From an optimization exercise on the open Yosys and OpenROAD flow, aimed at small area and a short achievable clock period; shortcuts taken in it are not production practice.
Function was checked by simulation only, so behaviour that the tests miss may differ from the original.
Power is estimated from default activity; no workload was simulated.

==> flow/design.v (outline; a module is shown in full before it is edited, if it fits) <==
// module mac_first_i: 34 lines
// module resolve_lo_n_i_s: 18 lines
// module mac_unit_i: 53 lines
// module resolve_lo_i_s: 19 lines
// module inc_0_1_i: 6 lines
// module inc_1_2_i: 9 lines
// module inc_2_2_i: 11 lines
// module inc_2_3_i: 11 lines
// module inc_3_3_i: 13 lines
// module resolve_out_i: 15 lines
// module reset_mask: 4 lines
// module fa: 4 lines
// module ha: 4 lines
// module hai: 4 lines
// module xnor_g: 3 lines
// module or_g: 3 lines
// module pe_array: 2179 lines
module pe_array (
  input wire [3:0] sw_output_1,
  input wire [3:0] sw_output_2,
  input wire [3:0] sw_output_3,
  input wire [3:0] sw_output_4,
  input wire [3:0] sw_output_5,
  input wire [3:0] sw_output_6,
  input wire [3:0] sw_output_7,
  input wire [3:0] sw_output_8,
  input wire [3:0] sw_output_9,
  input wire [3:0] sw_output_10,
  input wire [3:0] sw_output_11,
  input wire [3:0] sw_output_12,
  input wire [3:0] sw_output_13,
  input wire [3:0] sw_output_14,
  input wire [3:0] sw_output_15,
  input wire [3:0] sw_output_16,
  input wire [3:0] sw_output_17,
  input wire [3:0] sw_output_18,
  input wire [3:0] sw_output_19,
  input wire [3:0] sw_output_20,
  input wire [3:0] sw_output_21,
  input wire [3:0] sw_output_22,
  input wire [3:0] sw_output_23,
  input wire [3:0] sw_output_24,
  input wire [3:0] sw_output_25,
  input wire [3:0] sw_output_26,
  input wire [3:0] sw_output_27,
  input wire [3:0] sw_output_28,
  input wire [3:0] sw_output_29,
  input wire [3:0] sw_output_30,
  input wire [3:0] sw_output_31,
  input wire [3:0] sw_output_32,
  input wire [3:0] sw_output_33,
  input wire [3:0] sw_output_34,
  input wire [3:0] sw_output_35,
  input wire [3:0] sw_output_36,
  input wire [3:0] sw_output_37,
  input wire [3:0] sw_output_38,
  input wire [3:0] sw_output_39,
  input wire [3:0] sw_output_40,
  input wire [3:0] sw_output_41,
  input wire [3:0] sw_output_42,
  input wire [3:0] sw_output_43,
  input wire [3:0] sw_output_44,
  input wire [3:0] sw_output_45,
  // ...
==> flow/flow/run.sh <==
#!/bin/bash
# Standard layout, with plain buffers (instead of delay cells) on the ports.
set -euo pipefail
bash standard.sh "BUFFER_PORTS_ARGS=-buffer_cell sky130_fd_sc_hd__buf_1" finish > standard_flow.log 2>&1
==> flow/standard.sh <==
#!/bin/bash
# synth_recipe.tcl (not shown) runs the flow's synth.tcl, then flattens the netlist and writes it again
# the make line also repeats each setting of config.mk as NAME=value (left out here)
make -C /OpenROAD-flow-scripts/flow DESIGN_CONFIG=/design/flow/config.mk WORK_HOME=/design/flow/orfs CLKGATE_MAP_FILE= SYNTH_SCRIPT=/design/flow/synth_recipe.tcl "${@:-finish}"
==> flow/config.mk <==
export PLATFORM = sky130hd
export DESIGN_NAME = pe_array
export DESIGN_NICKNAME = pe_array
export VERILOG_FILES = /design/flow/design.v
export SDC_FILE = /design/flow/constraint.sdc
export NUM_CORES = 4
export LEC_CHECK = 0
export CAP_MARGIN = 20
export CORE_MARGIN = 2
export CORE_UTILIZATION = 60
export CTS_CLUSTER_DIAMETER = 100
export CTS_CLUSTER_SIZE = 30
export SETUP_SLACK_MARGIN = 2.0
export SLEW_MARGIN = 20
export SYNTH_HIERARCHICAL = 1
==> flow/constraint.sdc <==
create_clock -name core_clock -period 4.5 [get_ports {clk}]
set_input_delay 0.9000 -clock core_clock [delete_from_list [all_inputs] [get_ports {clk}]]
set_output_delay 0.9000 -clock core_clock [all_outputs]
set_load 0.01 [all_outputs]
==> metrics.cfg, run 1 <==
[grt]
grt_pass1_wl_mm = 242.7
gr-usage-met1 = 0.2464
grt_usage = 0.1963
antenna_found_initial = 94

[clock_tree]
h-tree-depth = 3
clk_latency_ps = 690

[route]
viasPerCell = 4.629
final_antenna_net_count = 0
firstDrtPassIters = 5

[layout]
regArea_um2 = 39660
mostFrequentLayoutCells = 1,981 x dfxtp_1, 1,296 x nand2_1, 1,228 x or2_1, 1,071 x fa_1, 747 x buf_1
clk_share = 0.02296
final_nets = 9457
nFlopsAndLatches = 1981
fin_util = 0.6020
final_common_cell = dfxtp_1
clockBufferCount = 83
num-multi-input-gates = 4798

[setup_path]
crit_path_max_fanout = 29
critPathCapture = final_output_2[0]
slowest_delay_ps = 170
crit_path_start_kind = input port
r2r-end = scd_5_7[0]

[floorplanning]
n_tap_cell = 2030
die_area_um2 = 156000
die_h_um = 394.9

[timing]
setup_violations = 0
finalCritPeriodShare = 0.5426
rsz0062_at_grt = false
slew_headroom = 0.5525

[placement]
preCtsSetupSlack_ps = 1270
io_buffers = 749

[pwr]
pg_comb_w = 0.00689
power.group.top = sequential cells
seq_power_share = 0.589

[logic_synthesis]
yosys_warnings = 7
postSynthAreaPerCell_um2 = 11.55
syn-instance-count = 7938

[hold_path]
hold_path.startpoint = reset

[status]
status = no timing/DRC/antenna violations

==> run 2, diff against run 1 <==
--- a/flow/config.mk
+++ b/flow/config.mk
@@ -10,6 +10,6 @@
 export CORE_UTILIZATION = 60
 export CTS_CLUSTER_DIAMETER = 100
 export CTS_CLUSTER_SIZE = 30
-export SETUP_SLACK_MARGIN = 2.0
+export SETUP_SLACK_MARGIN = 2.3
 export SLEW_MARGIN = 20
 export SYNTH_HIERARCHICAL = 1
==> run 2 against run 1 <==
Compared with the run above: core utilization grew 0.79 points; first-iteration DRC count grew 2.6%; count of clock-buffer cells in the layout is the same; critical path type unchanged; critical endpoint is now final_output_3[4]; largest cell class unchanged; largest power group unchanged.
==> metrics.cfg, run 2 <==
[status]
status = no timing/DRC/antenna violations  ; unchanged

[timing]
hold_violations = 0  ; unchanged
worst_clock_skew_ps = 19.16  ; about the same
slew_headroom = 0.6014  ; was 0.5525
rsz0062_at_grt = true  ; was false
period_needed_ps = 2367  ; was 2442 ps
fmax_ghz = 0.4225  ; was 0.4095 GHz
slew_violations = 0  ; unchanged
worst_pin_slew_ps = 598.0  ; was 671.2 ps
setup-tns-final_ps = 0  ; unchanged
finalCritPeriodShare = 0.5260  ; was 0.5426
setup_violations = 0  ; unchanged

[clock_tree]
cts_tree = yes  ; unchanged
cts-root-buf = clkbuf_16  ; unchanged
clk_path_buf_depth = 3  ; unchanged
path_clk_slew_ps = 100  ; about the same
clk_latency_ps = 690  ; about the same
h-tree-depth = 3  ; unchanged
clkSinkCount = 1981  ; unchanged
hold_buffers = 0  ; unchanged
numCtsBuffers = 76  ; unchanged

[run]
drv_cap = 0  ; unchanged

[pwr]
power_w = 0.03740  ; was 0.03724 W
p_leak_nw = 32.12  ; was 31.24 nW
peakVddDrop_v = 0.0002898  ; about the same
power_density_nw_per_um2 = 403.7  ; was 407.3 nW/µm²

[layout]
finalNonFillerCells = 9783  ; was 9,774
final_nets = 9466  ; was 9,457
final_common_cell = dfxtp_1  ; unchanged
drive_above_1_share = 0.07361  ; was 0.04048
mostFrequentLayoutCells = 1,968 x dfxtp_1, 1,296 x nand2_1, 1,228 x or2_1, 1,071 x fa_1, 666 x xnor2_1  ; was 1,981 x dfxtp_1, 1,296 x nand2_1, 1,228 x or2_1, 1,071 x fa_1, 747 x buf_1
area_growth_syn_to_layout_pct = 1.043  ; was -0.2606%

[setup_path]
r2r_slack_ps = 2400  ; about the same
crit_arrival_ps = 1470  ; was 1540 ps
crit_path_start_kind = input port  ; unchanged
crit_required_ps = 3600  ; about the same
end_kind = output port  ; unchanged
crit_path_max_fanout = 7  ; was 29
critical_path_class = in -> out  ; unchanged

[floorplanning]
start_util = 0.6036  ; unchanged
core_region_area_um2 = 151900  ; unchanged
fp.dieW_um = 394.9  ; unchanged
die_h_um = 394.9  ; unchanged
rows = 143  ; unchanged
ios = 759  ; unchanged
die_area_um2 = 156000  ; unchanged

[placement]
post-dp-hpwl_mm = 122.2  ; unchanged
io_buffers = 749  ; unchanged
place.gp.congestion = 0.8962  ; unchanged
dp.cells = 9648  ; unchanged

[logic_synthesis]
postSynthAreaPerCell_um2 = 11.55  ; unchanged
yosys_warnings = 7  ; unchanged
syn_area_um2 = 91690  ; unchanged
syn-instance-count = 7938  ; unchanged

[route]
final_antenna_net_count = 0  ; unchanged
drt_wl_total_mm = 151.6  ; was 149.4 mm
num_vias = 45330  ; was 45,250
drt_iter0_markers = 1688  ; was 1,645
firstDrtPassIters = 5  ; unchanged
wl_per_cell_um = 15.49  ; was 15.28 µm
viasPerCell = 4.634  ; was 4.629
drc_errors = 0  ; unchanged

[grt]
grt_pass1_wl_mm = 243.7  ; was 242.7 mm
grt_max_degree = 149  ; unchanged
grt_usage = 0.1973  ; was 0.1963
grt-ovfl-total = 0  ; unchanged
grt_pass1_vias = 47080  ; was 46,980
antenna_found_initial = 88  ; was 94

[hold_path]
hold_path_class = reg -> reg  ; was in -> reg

[run 2: changes by cell type in the layout (fill, tap and decap cells not counted), moves of 56 or more]
cell	previous run	this run
buf_1	747	599
and2_4	0	86
clkbuf_2	0	56
and2_1	99	13
buf_6	0	87
[run 2: final timing paths]
check / from / to / cells past startpoint
max: pe_array_enable / final_output_3[4] / 4
min: dc8_8_1 / sh_8_2 / 0
max reg2reg: d_5_6[2] / scd_5_7[0] / 4
min reg2reg: dc8_8_1 / sh_8_2 / 0
[run 2: metrics by stage]
step	util	worst slack, ps	instance area, µm²	hold WS [ps]
after floorplan	-	205.1	91800	362.7
after global placement	0.5867	1387	89130	309.8
after detailed placement	0.5867	1270	89130	312.1
after CTS	0.6050	2123	91900	247.9
after global routing	0.6097	2125	92620	339.1
final	0.6099	2133	92640	332.2
[run 2: report_power, final]
group	internal [W]	leakage, nW	switching, W
Sequential	0.0205	16.4	0.00140
Combinational	0.00363	14.7	0.00341
Clock	0.00334	1.03	0.00507
[run 2: cell type report]
class | count | area [µm²]
repair buffers | 769 | 4056
fillers | 12420 | 59260
well taps | 2030 | 2540
multi-input cells | 4799 | 43880
clock buffers | 83 | 2044
inverters | 81 | 304.0
diodes | 37 | 92.59
flip-flops and latches | 1981 | 39670
clock inverters | 3 | 55.05
[run 2: critical path, stage by stage]
cell and delay, ps:
clkbuf_16 160, buf_16 150, and2_4 140, buf_6 110
[run 2: layer usage]
metal / GRT usage / vias to the layer above / routed length (µm)
met5: 0 / - / 559
met4: 0.05289 / 92 / 3841
met3: 0.05557 / 266 / 9886
met2: 0.3357 / 747 / 73690
met1: 0.2469 / 21690 / 63590
li1: - / 22530 / -
[run 2: repair_timing]
action                     4_1_cts  5_1_grt
buffers inserted                 0        0
cloned                           7        5
setup endpoints to repair       99      138
resized for setup              184      181
==> run 3, diff against run 2 <==
--- a/flow/config.mk
+++ b/flow/config.mk
@@ -10,6 +10,6 @@
 export CORE_UTILIZATION = 60
 export CTS_CLUSTER_DIAMETER = 100
 export CTS_CLUSTER_SIZE = 30
-export SETUP_SLACK_MARGIN = 2.3
+export SETUP_SLACK_MARGIN = 2.15
 export SLEW_MARGIN = 20
 export SYNTH_HIERARCHICAL = 1
==> run 3 against run 2 <==
Compared with the run above: still clean; flip-flop and latch count unchanged; first-iteration DRC count increased by 1.5%; synthesized area did not move; clock power about the same; global-route usage about the same; die area did not move; synthesized cell count unchanged; critical endpoint is now final_output_3[6].
==> metrics.cfg, run 3 <==
[placement]
place.gp.congestion = 0.8962  ; unchanged
io_buffers = 749  ; unchanged
dp.cells = 9648  ; unchanged
post-dp-hpwl_mm = 122.2  ; unchanged

[route]
met3_length_mm = 9.975  ; was 9.886 mm
drc_errors = 0  ; unchanged
viasPerCell = 4.634  ; about the same
firstDrtPassIters = 5  ; unchanged
drt_iter0_markers = 1714  ; was 1,688
topRoutingLayerUsed = met5  ; unchanged
drt_wl_total_mm = 151.0  ; was 151.6 mm
wl_met2_mm = 73.38  ; was 73.69 mm
num_vias = 45340  ; was 45,330
wl_per_cell_um = 15.43  ; was 15.49 µm
final_antenna_net_count = 0  ; unchanged
wirelength_met1_mm = 63.18  ; was 63.59 mm

[timing]
finalCritPeriodShare = 0.5262  ; was 0.5260
setup-tns-final_ps = 0  ; unchanged
worst_pin_slew_ps = 672.1  ; was 598.0 ps
hold_violations = 0  ; unchanged
slew_headroom = 0.5519  ; was 0.6014
setup_violations = 0  ; unchanged
fmax_ghz = 0.4223  ; was 0.4225 GHz
period_needed_ps = 2368  ; was 2367 ps
worst_clock_skew_ps = 19.04  ; was 19.16 ps
rsz0062_at_grt = true  ; unchanged
slew_violations = 0  ; unchanged

[setup_path]
critical_path_class = in -> out  ; unchanged
critPathCapture = final_output_3[6]  ; was final_output_3[4]
r2r_slack_ps = 2400  ; about the same
crit_required_ps = 3600  ; about the same
reg2reg_depth = 4  ; unchanged
cp-startpoint = pe_array_enable  ; unchanged
end_kind = output port  ; unchanged
crit_path_start_kind = input port  ; unchanged
crit_arrival_ps = 1470  ; about the same
crit_path_max_fanout = 7  ; unchanged
r2r_start = d_5_6[2]  ; unchanged
r2r-end = scd_5_7[0]  ; unchanged

[grt]
grt_usage = 0.1973  ; about the same
antenna_found_initial = 89  ; was 88
grt-ovfl-total = 0  ; unchanged
grt_pass1_wl_mm = 243.7  ; about the same
grt_max_degree = 149  ; unchanged
grt_pass1_vias = 47090  ; was 47,080

[layout]
mostFrequentLayoutCells = 1,970 x dfxtp_1, 1,296 x nand2_1, 1,228 x or2_1, 1,071 x fa_1, 666 x xnor2_1  ; was 1,968 x dfxtp_1, 1,296 x nand2_1, 1,228 x or2_1, 1,071 x fa_1, 666 x xnor2_1
final_nets = 9465  ; was 9,466
drive_above_1_share = 0.06442  ; was 0.07361
finalNonFillerCells = 9785  ; was 9,783
area_growth_syn_to_layout_pct = 0.7751  ; was 1.043%
final_common_cell = dfxtp_1  ; unchanged

[floorplanning]
ios = 759  ; unchanged
fp.dieW_um = 394.9  ; unchanged
rows = 143  ; unchanged
start_util = 0.6036  ; unchanged
core_region_area_um2 = 151900  ; unchanged
die_h_um = 394.9  ; unchanged
die_area_um2 = 156000  ; unchanged

[clock_tree]
path_clk_slew_ps = 100  ; about the same
clk_latency_ps = 690  ; about the same
cts-root-buf = clkbuf_16  ; unchanged
clkSinkCount = 1981  ; unchanged
cts_tree = yes  ; unchanged
postCtsSetupBuffers = 0  ; unchanged
h-tree-depth = 3  ; unchanged
numCtsBuffers = 76  ; unchanged
clk_path_buf_depth = 3  ; unchanged

[pwr]
power_density_nw_per_um2 = 404.4  ; was 403.7 nW/µm²
p_leak_nw = 31.90  ; was 32.12 nW
power_w = 0.03737  ; was 0.03740 W
peakVddDrop_v = 0.0002898  ; about the same

[logic_synthesis]
yosys_warnings = 7  ; unchanged
postSynthAreaPerCell_um2 = 11.55  ; unchanged
syn-instance-count = 7938  ; unchanged
syn_area_um2 = 91690  ; unchanged

[hold_path]
hold_path_class = in -> reg  ; was reg -> reg

[run]
drv_cap = 0  ; unchanged

[status]
status = no timing/DRC/antenna violations  ; unchanged

[run 3: critical path: stages]
cell and delay [ps]:
clkbuf_16 160, buf_16 150, and2_4 140, buf_6 120
[run 3: metal layers]
layer,global-route usage,up-vias
met2,0.3360,754
met5,0,-
met4,0.05296,90
met1,0.2468,21700
met3,0.05549,265
li1,-,22530
[run 3: report_power, final]
| group | switching [W] | total (W) | internal [W] |
|---|---|---|---|
| Sequential | 0.00140 | 0.0219 | 0.0205 |
| Clock | 0.00507 | 0.00841 | 0.00334 |
| Combinational | 0.00341 | 0.00701 | 0.00361 |
| Total | 0.00988 | 0.0374 | 0.0275 |
[run 3: how the worst min path moves through the flow]
stage | startpoint | endpoint | slack [ps] | depth (start not counted)
detailed placement | dc8_8_1 | sh_8_2 | 310 | 0
global placement | dc8_4_1 | sh_4_2 | 310 | 0
finish | reset | reset_d | 330 | 1
floorplan | s_0_8[0] | o_0[0] | 360 | 1
CTS | reset | reset_d | 250 | 1
global route | reset | reset_d | 260 | 1
[run 3: cell type report]
class | count | area (µm²)
timing repair buffer | 769 | 3845
fill | 12460 | 59510
antenna | 40 | 100.1
multi-input combinational | 4798 | 43840
clock inverter | 3 | 55.05
clock buffer | 83 | 2044
tap | 2030 | 2540
inverter | 81 | 304.0
sequential | 1981 | 39670
[run 3: through the flow]
step           setup WS [ps]    util  hold WS [ps]  cell area, µm²
2_1_floorplan          205.1       -         362.7           91800
5_1_grt                 2123  0.6081         260.7           92370
3_3_place_gp            1387  0.5867         309.8           89130
6_report                2132  0.6083         326.7           92400
3_5_place_dp            1270  0.5867         312.1           89130
4_1_cts                 2094  0.6048         247.9           91880
[run 3: what timing repair did]
action | in CTS | in global routing
hold buffers | 0 | 0
gates cloned | 8 | 3
gates resized for setup | 164 | 99
setup endpoints to repair | 99 | 82
hold endpoints to repair | 0 | 0
==> run 4, diff against run 3 <==
==> flow/flow/run.sh (replaced) <==
#!/bin/bash
# Standard layout, with plain buffers (instead of delay cells) on the ports,
# and the enable and output pins kept together on one edge.
set -euo pipefail
bash standard.sh "BUFFER_PORTS_ARGS=-buffer_cell sky130_fd_sc_hd__buf_1" "IO_CONSTRAINTS=$PWD/flow/io.tcl" finish > standard_flow.log 2>&1
==> flow/flow/io.tcl (new file) <==
# keep the enable and the outputs together on one edge, the enable in the middle
set_io_pin_constraint -region right:* -group -order -pin_names {final_output_1[0] final_output_1[1] final_output_1[2] final_output_1[3] final_output_1[4] final_output_1[5] final_output_1[6] final_output_1[7] final_output_1[8] final_output_1[9] final_output_1[10] final_output_1[11] final_output_2[0] final_output_2[1] final_output_2[2] final_output_2[3] final_output_2[4] final_output_2[5] final_output_2[6] final_output_2[7] final_output_2[8] final_output_2[9] final_output_2[10] final_output_2[11] final_output_3[0] final_output_3[1] final_output_3[2] final_output_3[3] final_output_3[4] final_output_3[5] final_output_3[6] final_output_3[7] final_output_3[8] final_output_3[9] final_output_3[10] final_output_3[11] final_output_4[0] final_output_4[1] final_output_4[2] final_output_4[3] final_output_4[4] final_output_4[5] final_output_4[6] final_output_4[7] final_output_4[8] final_output_4[9] final_output_4[10] final_output_4[11] final_output_5[0] final_output_5[1] final_output_5[2] final_output_5[3] final_output_5[4] final_output_5[5] pe_array_enable final_output_5[6] final_output_5[7] final_output_5[8] final_output_5[9] final_output_5[10] final_output_5[11] final_output_6[0] final_output_6[1] final_output_6[2] final_output_6[3] final_output_6[4] final_output_6[5] final_output_6[6] final_output_6[7] final_output_6[8] final_output_6[9] final_output_6[10] final_output_6[11] final_output_7[0] final_output_7[1] final_output_7[2] final_output_7[3] final_output_7[4] final_output_7[5] final_output_7[6] final_output_7[7] final_output_7[8] final_output_7[9] final_output_7[10] final_output_7[11] final_output_8[0] final_output_8[1] final_output_8[2] final_output_8[3] final_output_8[4] final_output_8[5] final_output_8[6] final_output_8[7] final_output_8[8] final_output_8[9] final_output_8[10] final_output_8[11] final_output_9[0] final_output_9[1] final_output_9[2] final_output_9[3] final_output_9[4] final_output_9[5] final_output_9[6] final_output_9[7] final_output_9[8] final_output_9[9] final_output_9[10] final_output_9[11]}
--- a/flow/config.mk
+++ b/flow/config.mk
@@ -10,6 +10,6 @@
 export CORE_UTILIZATION = 60
 export CTS_CLUSTER_DIAMETER = 100
 export CTS_CLUSTER_SIZE = 30
-export SETUP_SLACK_MARGIN = 2.15
+export SETUP_SLACK_MARGIN = 2.3
 export SLEW_MARGIN = 20
 export SYNTH_HIERARCHICAL = 1
==> run 4 against run 3 <==
Compared with the run above: still clean; sequential share of layout area about the same; first-iteration DRC count decreased by 1.6%; clock skew decreased by 4.2 ps; highest routed layer unchanged.
==> metrics.cfg, run 4 <==
[floorplanning]
die_h_um = 394.9  ; unchanged
fp.dieW_um = 394.9  ; unchanged
die_area_um2 = 156000  ; unchanged
start_util = 0.6036  ; unchanged
rows = 143  ; unchanged
ios = 759  ; unchanged
core_region_area_um2 = 151900  ; unchanged

[setup_path]
critical_path_class = reg -> out  ; was in -> out
r2r_start = reset_d  ; was d_5_6[2]
end_kind = output port  ; unchanged
r2r-end = o_0[3]  ; was scd_5_7[0]
crit_arrival_ps = 1440  ; was 1470 ps
crit_path_start_kind = register  ; was input port
crit_required_ps = 3600  ; about the same
r2r_slack_ps = 2380  ; was 2400 ps
crit_path_max_fanout = 1  ; was 7
reg2reg_depth = 3  ; was 4

[route]
wirelength_met1_mm = 64.19  ; was 63.18 mm
drt_wl_total_mm = 164.1  ; was 151.0 mm
viasPerCell = 4.671  ; was 4.634
final_antenna_net_count = 0  ; unchanged
num_vias = 45790  ; was 45,340
drt_iter0_markers = 1687  ; was 1,714
wl_per_cell_um = 16.74  ; was 15.43 µm
met3_length_mm = 11.46  ; was 9.975 mm
drc_errors = 0  ; unchanged
topRoutingLayerUsed = met5  ; unchanged
firstDrtPassIters = 5  ; unchanged
wl_met2_mm = 82.68  ; was 73.38 mm

[timing]
setup_ws_ps = 2156  ; was 2132 ps
setup_violations = 0  ; unchanged
slew_headroom = 0.3555  ; was 0.5519
finalCritPeriodShare = 0.5209  ; was 0.5262
fmax_ghz = 0.4266  ; was 0.4223 GHz
period_needed_ps = 2344  ; was 2368 ps
worst_clock_skew_ps = 14.82  ; was 19.04 ps
hold_violations = 0  ; unchanged
worst_pin_slew_ps = 963.2  ; was 672.1 ps
setup-tns-final_ps = 0  ; unchanged
slew_violations = 0  ; unchanged
rsz0062_at_grt = true  ; unchanged

[status]
status = no timing/DRC/antenna violations  ; unchanged

[clock_tree]
hold_buffers = 0  ; unchanged
clk_path_buf_depth = 3  ; unchanged
clk_latency_ps = 700  ; was 690 ps
cts_tree = yes  ; unchanged
clkSinkCount = 1981  ; unchanged
numCtsBuffers = 76  ; unchanged
cts-root-buf = clkbuf_16  ; unchanged
h-tree-depth = 3  ; unchanged
path_clk_slew_ps = 110  ; was 100 ps

[grt]
grt-ovfl-total = 0  ; unchanged
antenna_found_initial = 110  ; was 89
grt_pass1_vias = 47900  ; was 47,090
grt_usage = 0.2120  ; was 0.1973
grt_pass1_wl_mm = 256.3  ; was 243.7 mm
grt_max_degree = 162  ; was 149

[hold_path]
min_to = reset_d  ; unchanged
hold_path.startpoint = reset  ; unchanged
hold_path_class = in -> reg  ; unchanged
holdPathStages = 1  ; unchanged

[placement]
dpl-instance-area_um2 = 89130  ; about the same
preCtsSetupSlack_ps = 1414  ; was 1270 ps
io_buffers = 749  ; unchanged
post-dp-hpwl_mm = 134.7  ; was 122.2 mm
place.gp.congestion = 0.9650  ; was 0.8962
dp.cells = 9652  ; was 9,648

[logic_synthesis]
syn_area_um2 = 91690  ; unchanged
yosys_warnings = 7  ; unchanged
postSynthAreaPerCell_um2 = 11.55  ; unchanged
syn-instance-count = 7938  ; unchanged

[layout]
final_cell_area_um2 = 92730  ; was 92,400 µm²
drive_above_1_share = 0.08429  ; was 0.06442
fillers = 12400  ; was 12,460
final_common_cell = dfxtp_1  ; unchanged
fin_util = 0.6104  ; was 0.6083
final_nets = 9470  ; was 9,465
area_growth_syn_to_layout_pct = 1.131  ; was 0.7751%
finalNonFillerCells = 9803  ; was 9,785
mostFrequentLayoutCells = 1,891 x dfxtp_1, 1,296 x nand2_1, 1,228 x or2_1, 1,071 x fa_1, 666 x xnor2_1  ; was 1,970 x dfxtp_1, 1,296 x nand2_1, 1,228 x or2_1, 1,071 x fa_1, 666 x xnor2_1

[run]
drv_cap = 0  ; unchanged

[pwr]
peakVddDrop_v = 0.0003652  ; was 0.0002898 V
power_density_nw_per_um2 = 407.3  ; was 404.4 nW/µm²
p_leak_nw = 32.14  ; was 31.90 nW

-- run 4: cell types whose count changed in the layout (fill, tap and decap cells not counted), moves of 10 or more --
cell	previous run	this run
diode_2	40	50
clkbuf_2	10	57
dfxtp_2	11	58
dfxtp_4	0	32
dfxtp_1	1970	1891
buf_6	65	80
buf_1	654	592
-- run 4: worst max path at each step --
stage / start / end / cells after the start
2_1_floorplan: reset / o_0[8] / 4
3_3_place_gp: pe_array_enable / final_output_3[4] / 3
3_5_place_dp: pe_array_enable / final_output_2[5] / 3
4_1_cts: o_0[8] / final_output_1[8] / 2
5_1_grt: o_0[2] / final_output_1[2] / 2
6_report: o_0[1] / final_output_1[1] / 2
-- run 4: through the flow --
step | hold slack (ps) | total power [W]
floorplan | 362.7 | 0.03036
global placement | 311.2 | 0.02942
detailed placement | 314.3 | 0.02972
CTS | 255.5 | 0.03838
global route | 286.8 | 0.04042
finish | 322.5 | 0.03777
-- run 4: where the power goes --
group / switching (W) / leakage (nW) / internal [W]
Clock: 0.00511 / 1.06 / 0.00346
Combinational: 0.00353 / 14.7 / 0.00365
Sequential: 0.00147 / 16.4 / 0.0206
Total: 0.0101 / 32.1 / 0.0277
-- run 4: per-layer routing --
layer | track usage | up-vias
met2 | 0.3738 | 861
met3 | 0.06150 | 309
met5 | 0 | -
li1 | - | 22550
met1 | 0.2470 | 21970
met4 | 0.07020 | 98
-- run 4: worst max-delay path: stages (launching register included) --
cell and delay [ps]:
dfxtp_4 470, and2_4 180, buf_6 100
-- run 4: what timing repair did --
item,4_1_cts,5_1_grt
resized for setup,284,164
setup buffers,0,0
setup endpoints to repair,99,138
pin swaps,84,10
cloned,10,2
-- run 4: cell type report --
type,instances,area (µm²),area share
clock inverters,5,107.6,0.001160
well taps,2030,2540,0.02739
repair buffers,774,3896,0.04202
multi-input cells,4798,43850,0.4729
flip-flops and latches,1981,39850,0.4298
diodes,50,125.1,0.001349
clock buffers,84,2048,0.02209
inverters,81,304.0,0.003279
==> run 5, diff against run 4 <==
--- a/flow/config.mk
+++ b/flow/config.mk
@@ -7,9 +7,9 @@
 export LEC_CHECK = 0
 export CAP_MARGIN = 20
 export CORE_MARGIN = 2
-export CORE_UTILIZATION = 60
+export CORE_UTILIZATION = 70
 export CTS_CLUSTER_DIAMETER = 100
 export CTS_CLUSTER_SIZE = 30
-export SETUP_SLACK_MARGIN = 2.3
+export SETUP_SLACK_MARGIN = 2.15
 export SLEW_MARGIN = 20
 export SYNTH_HIERARCHICAL = 1
==> run 5 against run 4 <==
Compared with the run above: sequential power about the same; global-route usage up 3.0 points; die area down 14%; critical path depth up 1.
==> metrics.cfg, run 5 <==
[layout]
final_nets = 9460  ; was 9,470
final_common_cell = dfxtp_1  ; unchanged
drive_above_1_share = 0.04801  ; was 0.08429
area_growth_syn_to_layout_pct = -0.5868  ; was 1.131%
fin_util = 0.7022  ; was 0.6104
mostFrequentLayoutCells = 1,946 x dfxtp_1, 1,296 x nand2_1, 1,228 x or2_1, 1,071 x fa_1, 732 x buf_1  ; was 1,891 x dfxtp_1, 1,296 x nand2_1, 1,228 x or2_1, 1,071 x fa_1, 666 x xnor2_1

[setup_path]
crit_path_start_kind = input port  ; was register
critical_path_class = in -> out  ; was reg -> out
r2r-end = scd_3_1[0]  ; was o_0[3]
cp_top_family = buffers and inverters  ; was flip-flops
crit_arrival_ps = 1410  ; was 1440 ps
r2r_slack_ps = 2420  ; was 2380 ps
crit_slowest_cell = clkbuf_16  ; was dfxtp_4
reg2reg_depth = 4  ; was 3
cp_cell_sequence = clkbuf_16, and2_1, buf_1  ; was and2_4, buf_6
path_buf_inv = 2  ; was 1
slowest_delay_ps = 190  ; was 470 ps
crit_required_ps = 3600  ; about the same
r2r_start = d_3_0[2]  ; was reset_d
crit_path_max_fanout = 50  ; was 1
end_kind = output port  ; unchanged

[timing]
worst_clock_skew_ps = 32.79  ; was 14.82 ps
hold_violations = 0  ; unchanged
setup-tns-final_ps = 0  ; unchanged
slew_violations = 0  ; unchanged
slew_headroom = 0.4839  ; was 0.3555
worst_pin_slew_ps = 774.1  ; was 963.2 ps
fmax_ghz = 0.4324  ; was 0.4266 GHz
rsz0062_at_grt = false  ; was true
finalCritPeriodShare = 0.5139  ; was 0.5209
setup_violations = 0  ; unchanged
period_needed_ps = 2313  ; was 2344 ps

[route]
final_antenna_net_count = 0  ; unchanged
wl_per_cell_um = 16.74  ; about the same
drc_errors = 0  ; unchanged
viasPerCell = 4.855  ; was 4.671
num_vias = 46100  ; was 45,790
firstDrtPassIters = 5  ; unchanged
drt_wl_total_mm = 159.0  ; was 164.1 mm
drt_iter0_markers = 2147  ; was 1,687

[floorplanning]
fp.dieW_um = 365.9  ; was 394.9 µm
die_area_um2 = 133900  ; was 156,000 µm²
start_util = 0.7063  ; was 0.6036
ios = 759  ; unchanged
rows = 132  ; was 143
core_region_area_um2 = 129800  ; was 151,900 µm²
die_h_um = 365.9  ; was 394.9 µm

[grt]
grt_pass1_vias = 48360  ; was 47,900
grt_usage = 0.2415  ; was 0.2120
grt-ovfl-total = 0  ; unchanged
grt_pass1_wl_mm = 251.1  ; was 256.3 mm
grt_max_degree = 157  ; was 162
antenna_found_initial = 102  ; was 110

[pwr]
power_density_nw_per_um2 = 409.5  ; was 407.3 nW/µm²
peakVddDrop_v = 0.0002951  ; was 0.0003652 V
p_leak_nw = 31.28  ; was 32.14 nW

[hold_path]
hold_path_class = reg -> reg  ; was in -> reg
holdPathStages = 0  ; was 1
hold_path.startpoint = dc8_2_1  ; was reset
min_to = sh_2_2  ; was reset_d

[placement]
io_buffers = 749  ; unchanged
post-dp-hpwl_mm = 133.5  ; was 134.7 mm
place.gp.congestion = 1.072  ; was 0.9650

[clock_tree]
postCtsSetupBuffers = 0  ; unchanged
cts_tree = yes  ; unchanged
clkSinkCount = 1981  ; unchanged
numCtsBuffers = 76  ; unchanged
path_clk_slew_ps = 100  ; was 110 ps
clk_path_buf_depth = 3  ; unchanged
h-tree-depth = 3  ; unchanged
clk_latency_ps = 700  ; about the same
cts-root-buf = clkbuf_16  ; unchanged

[logic_synthesis]
syn-instance-count = 7938  ; unchanged
postSynthAreaPerCell_um2 = 11.55  ; unchanged
syn_area_um2 = 91690  ; unchanged
yosys_warnings = 7  ; unchanged

[status]
status = no timing/DRC/antenna violations  ; unchanged

[run]
drv_cap = 0  ; unchanged

-- run 5: routing by layer --
metal | share of wire | vias up | global-route usage
li1 | - | 22560 | -
met1 | 0.38 | 22220 | 0.2751
met2 | 0.51 | 911 | 0.4329
met3 | 0.067 | 325 | 0.06543
met4 | 0.037 | 90 | 0.08998
met5 | 0.0036 | - | 0
-- run 5: stage by stage --
step | instance area (µm²) | worst slack, ps | hold WS [ps] | total power (W) | cells
2_1_floorplan | 91800 | 205.1 | 362.7 | 0.03036 | 7946
3_3_place_gp | 88800 | 1516 | 313.9 | 0.02935 | 9365
3_5_place_dp | 88800 | 1421 | 312.1 | 0.02977 | 9365
4_1_cts | 91010 | 2121 | 274.8 | 0.03790 | 9449
5_1_grt | 91110 | 2149 | 304.2 | 0.03987 | 9479
6_report | 91150 | 2187 | 336.0 | 0.03733 | 9496
-- run 5: layout make-up --
type	count	area, µm²
Multi-Input combinational cell	4798	43680
Clock buffer	79	1956
Tap cell	1742	2180
Inverter	81	304.0
Sequential cell	1981	39750
Clock inverter	4	50.05
Timing Repair Buffer	764	3115
Fill cell	9610	38660
Antenna cell	47	117.6
-- run 5: repair_timing --
| item | CTS | global route |
|---|---|---|
| setup endpoints to repair | 99 | 51 |
| cloned | 1 | 0 |
| hold buffers | 0 | 0 |
| pin swaps | 4 | 0 |
| gates resized for setup | 83 | 9 |
-- run 5: worst max-delay path by stage --
| stage | from | cells past startpoint | slack, ps | end |
|---|---|---|---|---|
| 2_1_floorplan | reset | 4 | 210 | o_0[8] |
| 3_3_place_gp | sw_output_107[1] | 6 | 1520 | scd_2_7[0] |
| 3_5_place_dp | pe_array_enable | 3 | 1420 | final_output_1[8] |
| 4_1_cts | o_0[8] | 2 | 2120 | final_output_1[8] |
| 5_1_grt | pe_array_enable | 3 | 2150 | final_output_2[3] |
| 6_report | pe_array_enable | 3 | 2190 | final_output_3[8] |
-- run 5: power breakdown --
group / switching [W] / internal (W)
Sequential: 0.00149 / 0.0205
Clock: 0.00500 / 0.00316
Combinational: 0.00355 / 0.00358
Total: 0.0100 / 0.0273
==> run 6, diff against run 5 <==
--- a/flow/config.mk
+++ b/flow/config.mk
@@ -7,9 +7,9 @@
 export LEC_CHECK = 0
 export CAP_MARGIN = 20
 export CORE_MARGIN = 2
-export CORE_UTILIZATION = 70
+export CORE_UTILIZATION = 60
 export CTS_CLUSTER_DIAMETER = 100
 export CTS_CLUSTER_SIZE = 30
-export SETUP_SLACK_MARGIN = 2.15
+export SETUP_SLACK_MARGIN = 2.0
 export SLEW_MARGIN = 20
 export SYNTH_HIERARCHICAL = 1
==> run 6 against run 5 <==
Compared with the run above: die area grew 16%; routed wire length grew 1.4%; clock power grew 4.8%; final cell count grew 3.1%; core utilization shrank 10 points; hold slack lost 9.5 ps; clock skew shrank 19 ps; sequential power is essentially flat; count of clock-buffer cells in the layout grew 5; combinational power shrank 1%; critical path depth shrank 1; highest routed layer unchanged.
==> metrics.cfg, run 6 <==
[status]
status = no timing/DRC/antenna violations  ; unchanged

[route]
wl_met2_mm = 80.58  ; was 81.14 mm
drc_errors = 0  ; unchanged
drt_iter0_markers = 1733  ; was 2,147
topRoutingLayerUsed = met5  ; unchanged
firstDrtPassIters = 6  ; was 5
num_vias = 45540  ; was 46,100
wirelength_met1_mm = 64.05  ; was 60.68 mm
viasPerCell = 4.651  ; was 4.855
met3_length_mm = 11.21  ; was 10.66 mm
final_antenna_net_count = 0  ; unchanged
drt_wl_total_mm = 161.2  ; was 159.0 mm
wl_per_cell_um = 16.46  ; was 16.74 µm

[grt]
grt-ovfl-total = 0  ; unchanged
grt_pass1_vias = 47570  ; was 48,360
grt_pass1_wl_mm = 253.9  ; was 251.1 mm
grt_usage = 0.2098  ; was 0.2415
antenna_found_initial = 111  ; was 102
grt_max_degree = 162  ; was 157

[setup_path]
crit_required_ps = 3600  ; about the same
crit_path_max_fanout = 1  ; was 50
critical_path_class = reg -> out  ; was in -> out
crit_slowest_cell = dfxtp_1  ; was clkbuf_16
slowest_delay_ps = 490  ; was 190 ps
path_buf_inv = 1  ; was 2
crit_arrival_ps = 1520  ; was 1410 ps
crit_path_start_kind = register  ; was input port
end_kind = output port  ; unchanged
cp_cell_sequence = and2_1, buf_1  ; was clkbuf_16, and2_1, buf_1
cp_top_family = flip-flops  ; was buffers and inverters

[logic_synthesis]
syn-instance-count = 7938  ; unchanged
postSynthAreaPerCell_um2 = 11.55  ; unchanged
syn_area_um2 = 91690  ; unchanged
yosys_warnings = 7  ; unchanged

[pwr]
power_density_nw_per_um2 = 411.2  ; was 409.5 nW/µm²
power_w = 0.03760  ; was 0.03733 W
peakVddDrop_v = 0.0003615  ; was 0.0002951 V
p_leak_nw = 31.22  ; was 31.28 nW

[layout]
fin_util = 0.6021  ; was 0.7022
drive_above_1_share = 0.04189  ; was 0.04801
area_growth_syn_to_layout_pct = -0.2538  ; was -0.5868%
final_nets = 9458  ; was 9,460
finalNonFillerCells = 9791  ; was 9,496
mostFrequentLayoutCells = 1,972 x dfxtp_1, 1,296 x nand2_1, 1,228 x or2_1, 1,071 x fa_1, 748 x buf_1  ; was 1,946 x dfxtp_1, 1,296 x nand2_1, 1,228 x or2_1, 1,071 x fa_1, 732 x buf_1
final_common_cell = dfxtp_1  ; unchanged

[timing]
period_needed_ps = 2419  ; was 2313 ps
rsz0062_at_grt = false  ; unchanged
worst_pin_slew_ps = 872.3  ; was 774.1 ps
setup-tns-final_ps = 0  ; unchanged
finalCritPeriodShare = 0.5376  ; was 0.5139
setup_violations = 0  ; unchanged
worst_clock_skew_ps = 13.53  ; was 32.79 ps
hold_violations = 0  ; unchanged
fmax_ghz = 0.4134  ; was 0.4324 GHz
slew_headroom = 0.4163  ; was 0.4839
slew_violations = 0  ; unchanged
whs_ps = 326.5  ; was 336.0 ps

[clock_tree]
hold_buffers = 0  ; unchanged
clk_path_buf_depth = 3  ; unchanged
h-tree-depth = 3  ; unchanged
cts_tree = yes  ; unchanged
path_clk_slew_ps = 100  ; about the same
cts-root-buf = clkbuf_16  ; unchanged
numCtsBuffers = 76  ; unchanged
cts_resized = 17  ; was 83
postCtsSetupBuffers = 0  ; unchanged
clkSinkCount = 1981  ; unchanged
clk_latency_ps = 700  ; about the same

[hold_path]
hold_path_class = in -> reg  ; was reg -> reg

[placement]
io_buffers = 749  ; unchanged
place.gp.congestion = 0.9650  ; was 1.072
dp.cells = 9652  ; was 9,365
post-dp-hpwl_mm = 134.7  ; was 133.5 mm

[floorplanning]
start_util = 0.6036  ; was 0.7063
ios = 759  ; unchanged
die_area_um2 = 156000  ; was 133,900 µm²
core_region_area_um2 = 151900  ; was 129,800 µm²
rows = 143  ; was 132
fp.dieW_um = 394.9  ; was 365.9 µm
die_h_um = 394.9  ; was 365.9 µm

[run]
drv_cap = 0  ; unchanged

[run 6: final timing paths]
kind | from | endpoint | slack, ps | cells past startpoint
setup / recovery | o_5[9] | final_output_6[9] | 2080 | 2
hold / removal | reset | reset_d | 330 | 1
setup reg to reg | d_5_6[2] | scd_5_7[0] | 2430 | 4
hold reg to reg | dc8_3_1 | sh_3_2 | 330 | 0
[run 6: report_power, final]
group          internal [W]  leakage (nW)  switching (W)  total, W
clock               0.00345          1.06        0.00511   0.00856
sequential           0.0205          16.4        0.00146    0.0220
combinational       0.00354          13.8        0.00350   0.00704
total                0.0275          31.2         0.0101    0.0376
[run 6: worst register-to-register path, delay by kind of cell (launching register included)]
| family | cells | cell delay (ps) |
|---|---|---|
| fa+ha+maj | 3 | 1340 |
| flops | 1 | 390 |
| simple gates | 1 | 250 |
[run 6: stage by stage]
stage	worst slack [ps]	area, µm²
2_1_floorplan	205.1	91800
3_3_place_gp	1605	89130
3_5_place_dp	1414	89130
4_1_cts	2002	91330
5_1_grt	2014	91430
6_report	2081	91460
[run 6: final cells by class]
type	count	area (µm²)
sequential	1981	39680
antenna	50	125.1
fill	12580	60450
clock buffer	84	2048
tap	2030	2540
timing repair buffer	762	2993
inverter	81	304.0
multi-input combinational	4798	43660
clock inverter	5	107.6
[run 6: metal layers]
layer  track usage  vias up
met5             0        -
met4       0.06618      104
met3       0.06249      291
met2        0.3683      826
met1        0.2463    21790
li1              -    22520
==> run 7, diff against run 6 <==
--- a/flow/config.mk
+++ b/flow/config.mk
@@ -10,6 +10,7 @@
 export CORE_UTILIZATION = 60
 export CTS_CLUSTER_DIAMETER = 100
 export CTS_CLUSTER_SIZE = 30
-export SETUP_SLACK_MARGIN = 2.0
+export GPL_TIMING_DRIVEN = 0
+export SETUP_SLACK_MARGIN = 2.15
 export SLEW_MARGIN = 20
 export SYNTH_HIERARCHICAL = 1
==> run 7 against run 6 <==
Compared with the run above: via count rose by 8.9%; final cell count increased by 11%; hold slack better by 51 ps; synthesized cell count unchanged; synthesized area did not move; clock skew up 16 ps; register-to-register slack got worse by 140 ps; setup slack better by 46 ps; global-route usage increased by 0.38 points.
==> metrics.cfg, run 7 <==
[status]
status = no timing/DRC/antenna violations  ; unchanged

[setup_path]
end_kind = register  ; was output port
crit_required_ps = 5100  ; was 3600 ps
crit_arrival_ps = 2980  ; was 1520 ps
crit_path_max_fanout = 4  ; was 1
r2r_start = reset_d  ; was d_5_6[2]
critical_path_class = in -> reg  ; was reg -> out
reg2reg_depth = 6  ; was 4
r2r-end = o_0[0]  ; was scd_5_7[0]
critPathCapture = scd_2_5[0]  ; was final_output_6[9]
cp-startpoint = sw_output_24[1]  ; was o_5[9]
r2r_slack_ps = 2290  ; was 2430 ps
crit_path_start_kind = input port  ; was register

[placement]
place.gp.congestion = 0.9363  ; was 0.9650
io_buffers = 748  ; was 749
post-dp-hpwl_mm = 136.5  ; was 134.7 mm
dpl-instance-area_um2 = 97380  ; was 89,130 µm²

[clock_tree]
clk_latency_ps = 700  ; about the same
path_clk_slew_ps = 110  ; was 100 ps
cts_tree = yes  ; unchanged
clkSinkCount = 1981  ; unchanged
hold_buffers = 0  ; unchanged
cts-root-buf = clkbuf_16  ; unchanged
h-tree-depth = 3  ; unchanged
clk_path_buf_depth = 3  ; unchanged
numCtsBuffers = 76  ; unchanged

[pwr]
peakVddDrop_v = 0.0002635  ; was 0.0003615 V
power_density_nw_per_um2 = 404.4  ; was 411.2 nW/µm²
pwr-share-clk = 0.207  ; was 0.228
internal_power_w = 0.03004  ; was 0.02754 W
p_sw_w = 0.01046  ; was 0.01007 W
p_leak_nw = 36.60  ; was 31.22 nW
seq_power_share = 0.542  ; was 0.585
p_comb_frac = 0.250  ; was 0.187
swShare = 0.2583  ; was 0.2677

[route]
drt_wl_total_mm = 164.7  ; was 161.2 mm
num_vias = 49600  ; was 45,540
viasPerCell = 4.562  ; was 4.651
wl_per_cell_um = 15.15  ; was 16.46 µm
firstDrtPassIters = 5  ; was 6
drt_iter0_markers = 1755  ; was 1,733
drc_errors = 0  ; unchanged
final_antenna_net_count = 0  ; unchanged

[layout]
mostFrequentLayoutCells = 1,941 x dfxtp_1, 1,296 x nand2_1, 1,228 x or2_1, 1,071 x fa_1, 1,055 x buf_4  ; was 1,972 x dfxtp_1, 1,296 x nand2_1, 1,228 x or2_1, 1,071 x fa_1, 748 x buf_1
drive_above_1_share = 0.1787  ; was 0.04189
regArea_um2 = 39770  ; was 39,680 µm²
final_cell_area_um2 = 100200  ; was 91,460 µm²
final_nets = 10550  ; was 9,458
fin_util = 0.6593  ; was 0.6021
multi_input_comb_area_um2 = 43760  ; was 43,660 µm²
area_growth_syn_to_layout_pct = 9.229  ; was -0.2538%
fillers = 12120  ; was 12,580
final_common_cell = dfxtp_1  ; unchanged

[timing]
finalCritPeriodShare = 0.5273  ; was 0.5376
period_needed_ps = 2373  ; was 2419 ps
rsz0062_at_grt = true  ; was false
slew_headroom = 0.6112  ; was 0.4163
worst_pin_slew_ps = 581.0  ; was 872.3 ps
slew_violations = 0  ; unchanged
setup_violations = 0  ; unchanged
setup-tns-final_ps = 0  ; unchanged
worst_clock_skew_ps = 29.72  ; was 13.53 ps
hold_violations = 0  ; unchanged
fmax_ghz = 0.4215  ; was 0.4134 GHz
whs_ps = 377.2  ; was 326.5 ps

[floorplanning]
die_area_um2 = 156000  ; unchanged
start_util = 0.6036  ; unchanged
fp.dieW_um = 394.9  ; unchanged
die_h_um = 394.9  ; unchanged
ios = 759  ; unchanged
rows = 143  ; unchanged
core_region_area_um2 = 151900  ; unchanged

[grt]
grt_max_degree = 89  ; was 162
grt_pass1_vias = 51200  ; was 47,570
grt_usage = 0.2137  ; was 0.2098
grt-ovfl-total = 0  ; unchanged
grt_pass1_wl_mm = 261.1  ; was 253.9 mm
antenna_found_initial = 116  ; was 111

[logic_synthesis]
yosys_warnings = 7  ; unchanged
postSynthAreaPerCell_um2 = 11.55  ; unchanged
syn-instance-count = 7938  ; unchanged
syn_area_um2 = 91690  ; unchanged

[hold_path]
hold_path_class = reg -> reg  ; was in -> reg

[run]
drv_cap = 0  ; unchanged

run 7: per-layer routing:
metal / vias up / track usage / wire length, µm
met4: 110 / 0.07388 / 6209
met2: 865 / 0.3844 / 83560
met3: 353 / 0.06640 / 11270
met5: - / 0 / 676
li1: 24720 / - / -
met1: 23550 / 0.2379 / 62990
run 7: worst min path at each step:
stage,endpoint,slack [ps],from,depth (start not counted)
after floorplan,o_0[0],360,s_0_8[0],1
after global placement,o_3[3],370,s_3_8[3],1
after detailed placement,o_6[3],370,s_6_8[3],1
after CTS,o_8[0],380,s_8_8[0],1
after global routing,o_8[0],390,s_8_8[0],1
final,o_7[3],380,s_7_8[3],1
run 7: final cells by class:
cell class	instances	share of cell area
inverter	81	0.003036
sequential	1981	0.3971
clock inverter	2	0.0002749
timing repair buffer	762	0.03362
clock buffer	86	0.02063
multi-input combinational	4800	0.4369
buffer	1086	0.08189
antenna	46	0.001149
tap	2030	0.02536
run 7: critical path, stage by stage:
cell and delay, ps:
buf_1 170, nand2_1 120, or2_1 260, fa_1 500, fa_1 420, fa_1 450
buf_4 140
run 7: power by group through the flow:
stage / clock network (W) / logic (W) / registers, W
final: 0.00840 / 0.0101 / 0.0220
after global routing: 0.00936 / 0.0117 / 0.0223
after CTS: 0.00877 / 0.0104 / 0.0220
after detailed placement: 0 / 0.0103 / 0.0224
after global placement: 0 / 0.00999 / 0.0223
after floorplan: 0 / 0.00830 / 0.0221
run 7: repair_timing:
item	CTS	global route
cloned	4	2
buffers inserted	1	0
endpoints found under the setup margin	103	103
hold endpoints to repair	0	0
pin swaps	2	0
gates resized for setup	156	74
run 7: per-stage QoR:
stage	total power [W]	setup WS [ps]	std cells
4_1_cts	0.04117	2089	10830
3_3_place_gp	0.03234	-2685	10720
3_5_place_dp	0.03274	1100	10730
6_report	0.04050	2127	10870
5_1_grt	0.04338	2126	10860
2_1_floorplan	0.03036	205.1	7946
==> run 8, diff against run 7 <==
--- a/flow/config.mk
+++ b/flow/config.mk
@@ -10,7 +10,6 @@
 export CORE_UTILIZATION = 60
 export CTS_CLUSTER_DIAMETER = 100
 export CTS_CLUSTER_SIZE = 30
-export GPL_TIMING_DRIVEN = 0
 export SETUP_SLACK_MARGIN = 2.15
 export SLEW_MARGIN = 20
 export SYNTH_HIERARCHICAL = 1
==> run 8 against run 7 <==
Compared with the run above: still clean; setup slack better by 55 ps; clock skew fell by 15 ps; non-clock buffer count shrank 1085; register-to-register slack better by 130 ps; sequential power barely moved; critical path depth decreased by 5; critical endpoint is now final_output_1[0]; largest power group unchanged; highest routed layer unchanged.
==> metrics.cfg, run 8 <==
[timing]
finalCritPeriodShare = 0.5151  ; was 0.5273
rsz0062_at_grt = true  ; unchanged
worst_pin_slew_ps = 854.2  ; was 581.0 ps
fmax_ghz = 0.4314  ; was 0.4215 GHz
period_needed_ps = 2318  ; was 2373 ps
worst_clock_skew_ps = 14.96  ; was 29.72 ps
slew_violations = 0  ; unchanged
setup-tns-final_ps = 0  ; unchanged
slew_headroom = 0.4285  ; was 0.6112
hold_violations = 0  ; unchanged
setup_violations = 0  ; unchanged

[floorplanning]
ios = 759  ; unchanged
fp.dieW_um = 394.9  ; unchanged
die_h_um = 394.9  ; unchanged
rows = 143  ; unchanged
core_region_area_um2 = 151900  ; unchanged
die_area_um2 = 156000  ; unchanged
start_util = 0.6036  ; unchanged

[hold_path]
hold_path_class = in -> reg  ; was reg -> reg

[status]
status = no timing/DRC/antenna violations  ; unchanged

[grt]
antenna_found_initial = 107  ; was 116
grt_pass1_wl_mm = 254.4  ; was 261.1 mm
grt_max_degree = 162  ; was 89
grt-ovfl-total = 0  ; unchanged
grt_usage = 0.2102  ; was 0.2137
grt_pass1_vias = 47660  ; was 51,200

[logic_synthesis]
syn_area_um2 = 91690  ; unchanged
postSynthAreaPerCell_um2 = 11.55  ; unchanged
syn-instance-count = 7938  ; unchanged
yosys_warnings = 7  ; unchanged

[route]
viasPerCell = 4.658  ; was 4.562
num_vias = 45560  ; was 49,600
firstDrtPassIters = 7  ; was 5
final_antenna_net_count = 0  ; unchanged
wl_per_cell_um = 16.51  ; was 15.15 µm
drt_iter0_markers = 1622  ; was 1,755
drc_errors = 0  ; unchanged
drt_wl_total_mm = 161.5  ; was 164.7 mm

[setup_path]
r2r_start = d_5_6[2]  ; was reset_d
r2r-end = scd_5_7[0]  ; was o_0[0]
end_kind = output port  ; was register
critical_path_class = reg -> out  ; was in -> reg
cp-startpoint = o_0[0]  ; was sw_output_24[1]
critPathCapture = final_output_1[0]  ; was scd_2_5[0]
reg2reg_depth = 4  ; was 6
r2r_slack_ps = 2420  ; was 2290 ps
crit_path_max_fanout = 1  ; was 4
crit_arrival_ps = 1420  ; was 2980 ps
crit_path_start_kind = register  ; was input port
crit_required_ps = 3600  ; was 5100 ps

[clock_tree]
h-tree-depth = 3  ; unchanged
numCtsBuffers = 76  ; unchanged
cts-root-buf = clkbuf_16  ; unchanged
hold_buffers = 0  ; unchanged
clkSinkCount = 1981  ; unchanged
path_clk_slew_ps = 110  ; about the same
cts_tree = yes  ; unchanged
clk_path_buf_depth = 3  ; unchanged
clk_latency_ps = 700  ; about the same

[pwr]
power_density_nw_per_um2 = 410.6  ; was 404.4 nW/µm²
p_leak_nw = 31.38  ; was 36.60 nW
power_w = 0.03763  ; was 0.04050 W
peakVddDrop_v = 0.0003609  ; was 0.0002635 V

[placement]
post-dp-hpwl_mm = 134.7  ; was 136.5 mm
place.gp.congestion = 0.9650  ; was 0.9363
io_buffers = 749  ; was 748

[layout]
final_nets = 9459  ; was 10,550
area_growth_syn_to_layout_pct = -0.03821  ; was 9.229%
drive_above_1_share = 0.05187  ; was 0.1787
mostFrequentLayoutCells = 1,931 x dfxtp_1, 1,296 x nand2_1, 1,228 x or2_1, 1,071 x fa_1, 724 x buf_1  ; was 1,941 x dfxtp_1, 1,296 x nand2_1, 1,228 x or2_1, 1,071 x fa_1, 1,055 x buf_4
final_common_cell = dfxtp_1  ; unchanged

[run]
drv_cap = 0  ; unchanged

[run 8: worst min-delay path by stage]
stage	startpoint	end	slack (ps)	depth (start not counted)
2_1_floorplan	s_0_8[0]	o_0[0]	360	1
3_3_place_gp	dc8_7_1	sh_7_2	310	0
3_5_place_dp	dc8_1_1	sh_1_2	310	0
4_1_cts	reset	reset_d	260	1
5_1_grt	reset	reset_d	290	1
6_report	reset	reset_d	330	1
[run 8: per-stage QoR]
step | instance area, µm² | cells | setup slack, ps | util | hold WS [ps]
after floorplan | 91800 | 7946 | 205.1 | - | 362.7
after global placement | 89130 | 9652 | 1605 | 0.5868 | 311.2
after detailed placement | 89130 | 9652 | 1414 | 0.5868 | 314.3
after CTS | 91530 | 9742 | 2102 | 0.6025 | 255.5
after global routing | 91630 | 9768 | 2130 | 0.6032 | 286.8
final | 91650 | 9779 | 2182 | 0.6034 | 325.7
[run 8: critical path: stages, from the launching register on]
cell and delay [ps]:
dfxtp_4 460, and2_4 170, buf_6 90
[run 8: power breakdown]
part	total (W)	switching, W	internal (W)	leakage [nW]
registers	0.0220	0.00146	0.0205	16.4
logic	0.00705	0.00350	0.00355	13.9
clock network	0.00857	0.00512	0.00346	1.06
total	0.0376	0.0101	0.0276	31.4
[run 8: repair_timing]
action / CTS / global route
pin swaps: 2 / 0
cloned: 1 / 0
gates resized for setup: 113 / 12
endpoints found under the setup margin: 99 / 54
buffers inserted: 0 / 0
[run 8: layer usage]
layer / share of wire / wire, µm / vias up / track usage
met5: 0.0038 / 616 / - / 0
met4: 0.030 / 4788 / 104 / 0.06564
met3: 0.069 / 11090 / 289 / 0.06187
met2: 0.50 / 80850 / 828 / 0.3699
met1: 0.40 / 64160 / 21820 / 0.2466
li1: - / - / 22510 / -
[run 8: final cells by class]
class | instances | area, µm²
sequential | 1981 | 39790
inverter | 81 | 304.0
fill | 12560 | 60250
antenna | 37 | 92.59
clock buffer | 84 | 2048
timing repair buffer | 763 | 3087
multi-input combinational | 4798 | 43680
clock inverter | 5 | 107.6
tap | 2030 | 2540

## separate check: timing with driven ports
How much do the figures lean on ideal ports? The routed layouts below were timed once more, with nothing changed but the port constraints. Step 1: set_driving_cell puts a clkbuf_16 on clk and a buf_2 on each other input, an assumption about the parent block. Step 2 adds t to the input delays and takes it off the output delays; t is the mean of the earliest and latest rising clock arrival at the registers after step 1. Input paths then give back, and output paths get back, about the clock's delay inside the block. Slacks: no drivers / after step 1 / after step 2; pairs: no drivers / after step 1.
| run | shift t [ns] | setup slack, ns | worst setup path at the end |
|---|---|---|---|
| run 1 | 0.766 | 2.058 / 1.919 / 1.485 | input to register |
| run 2 | 0.765 | 2.133 / 1.880 / 1.507 | input to register |
| run 3 | 0.765 | 2.132 / 1.858 / 1.475 | input to register |
| run 4 | 0.773 | 2.156 / 1.771 / 1.513 | input to register |
| run 5 | 0.762 | 2.187 / 2.078 / 1.418 | input to register |
| run 6 | 0.772 | 2.081 / 2.001 / 1.465 | input to register |
| run 7 | 0.772 | 2.127 / 1.969 / 1.355 | input to register |
| run 8 | 0.773 | 2.182 / 2.077 / 1.473 | input to register |
After both steps setup and hold are still met in every run listed. For run 7, which loses most, drivers alone change the setup slack by -0.158 ns; drivers and shift together by -0.772 ns.
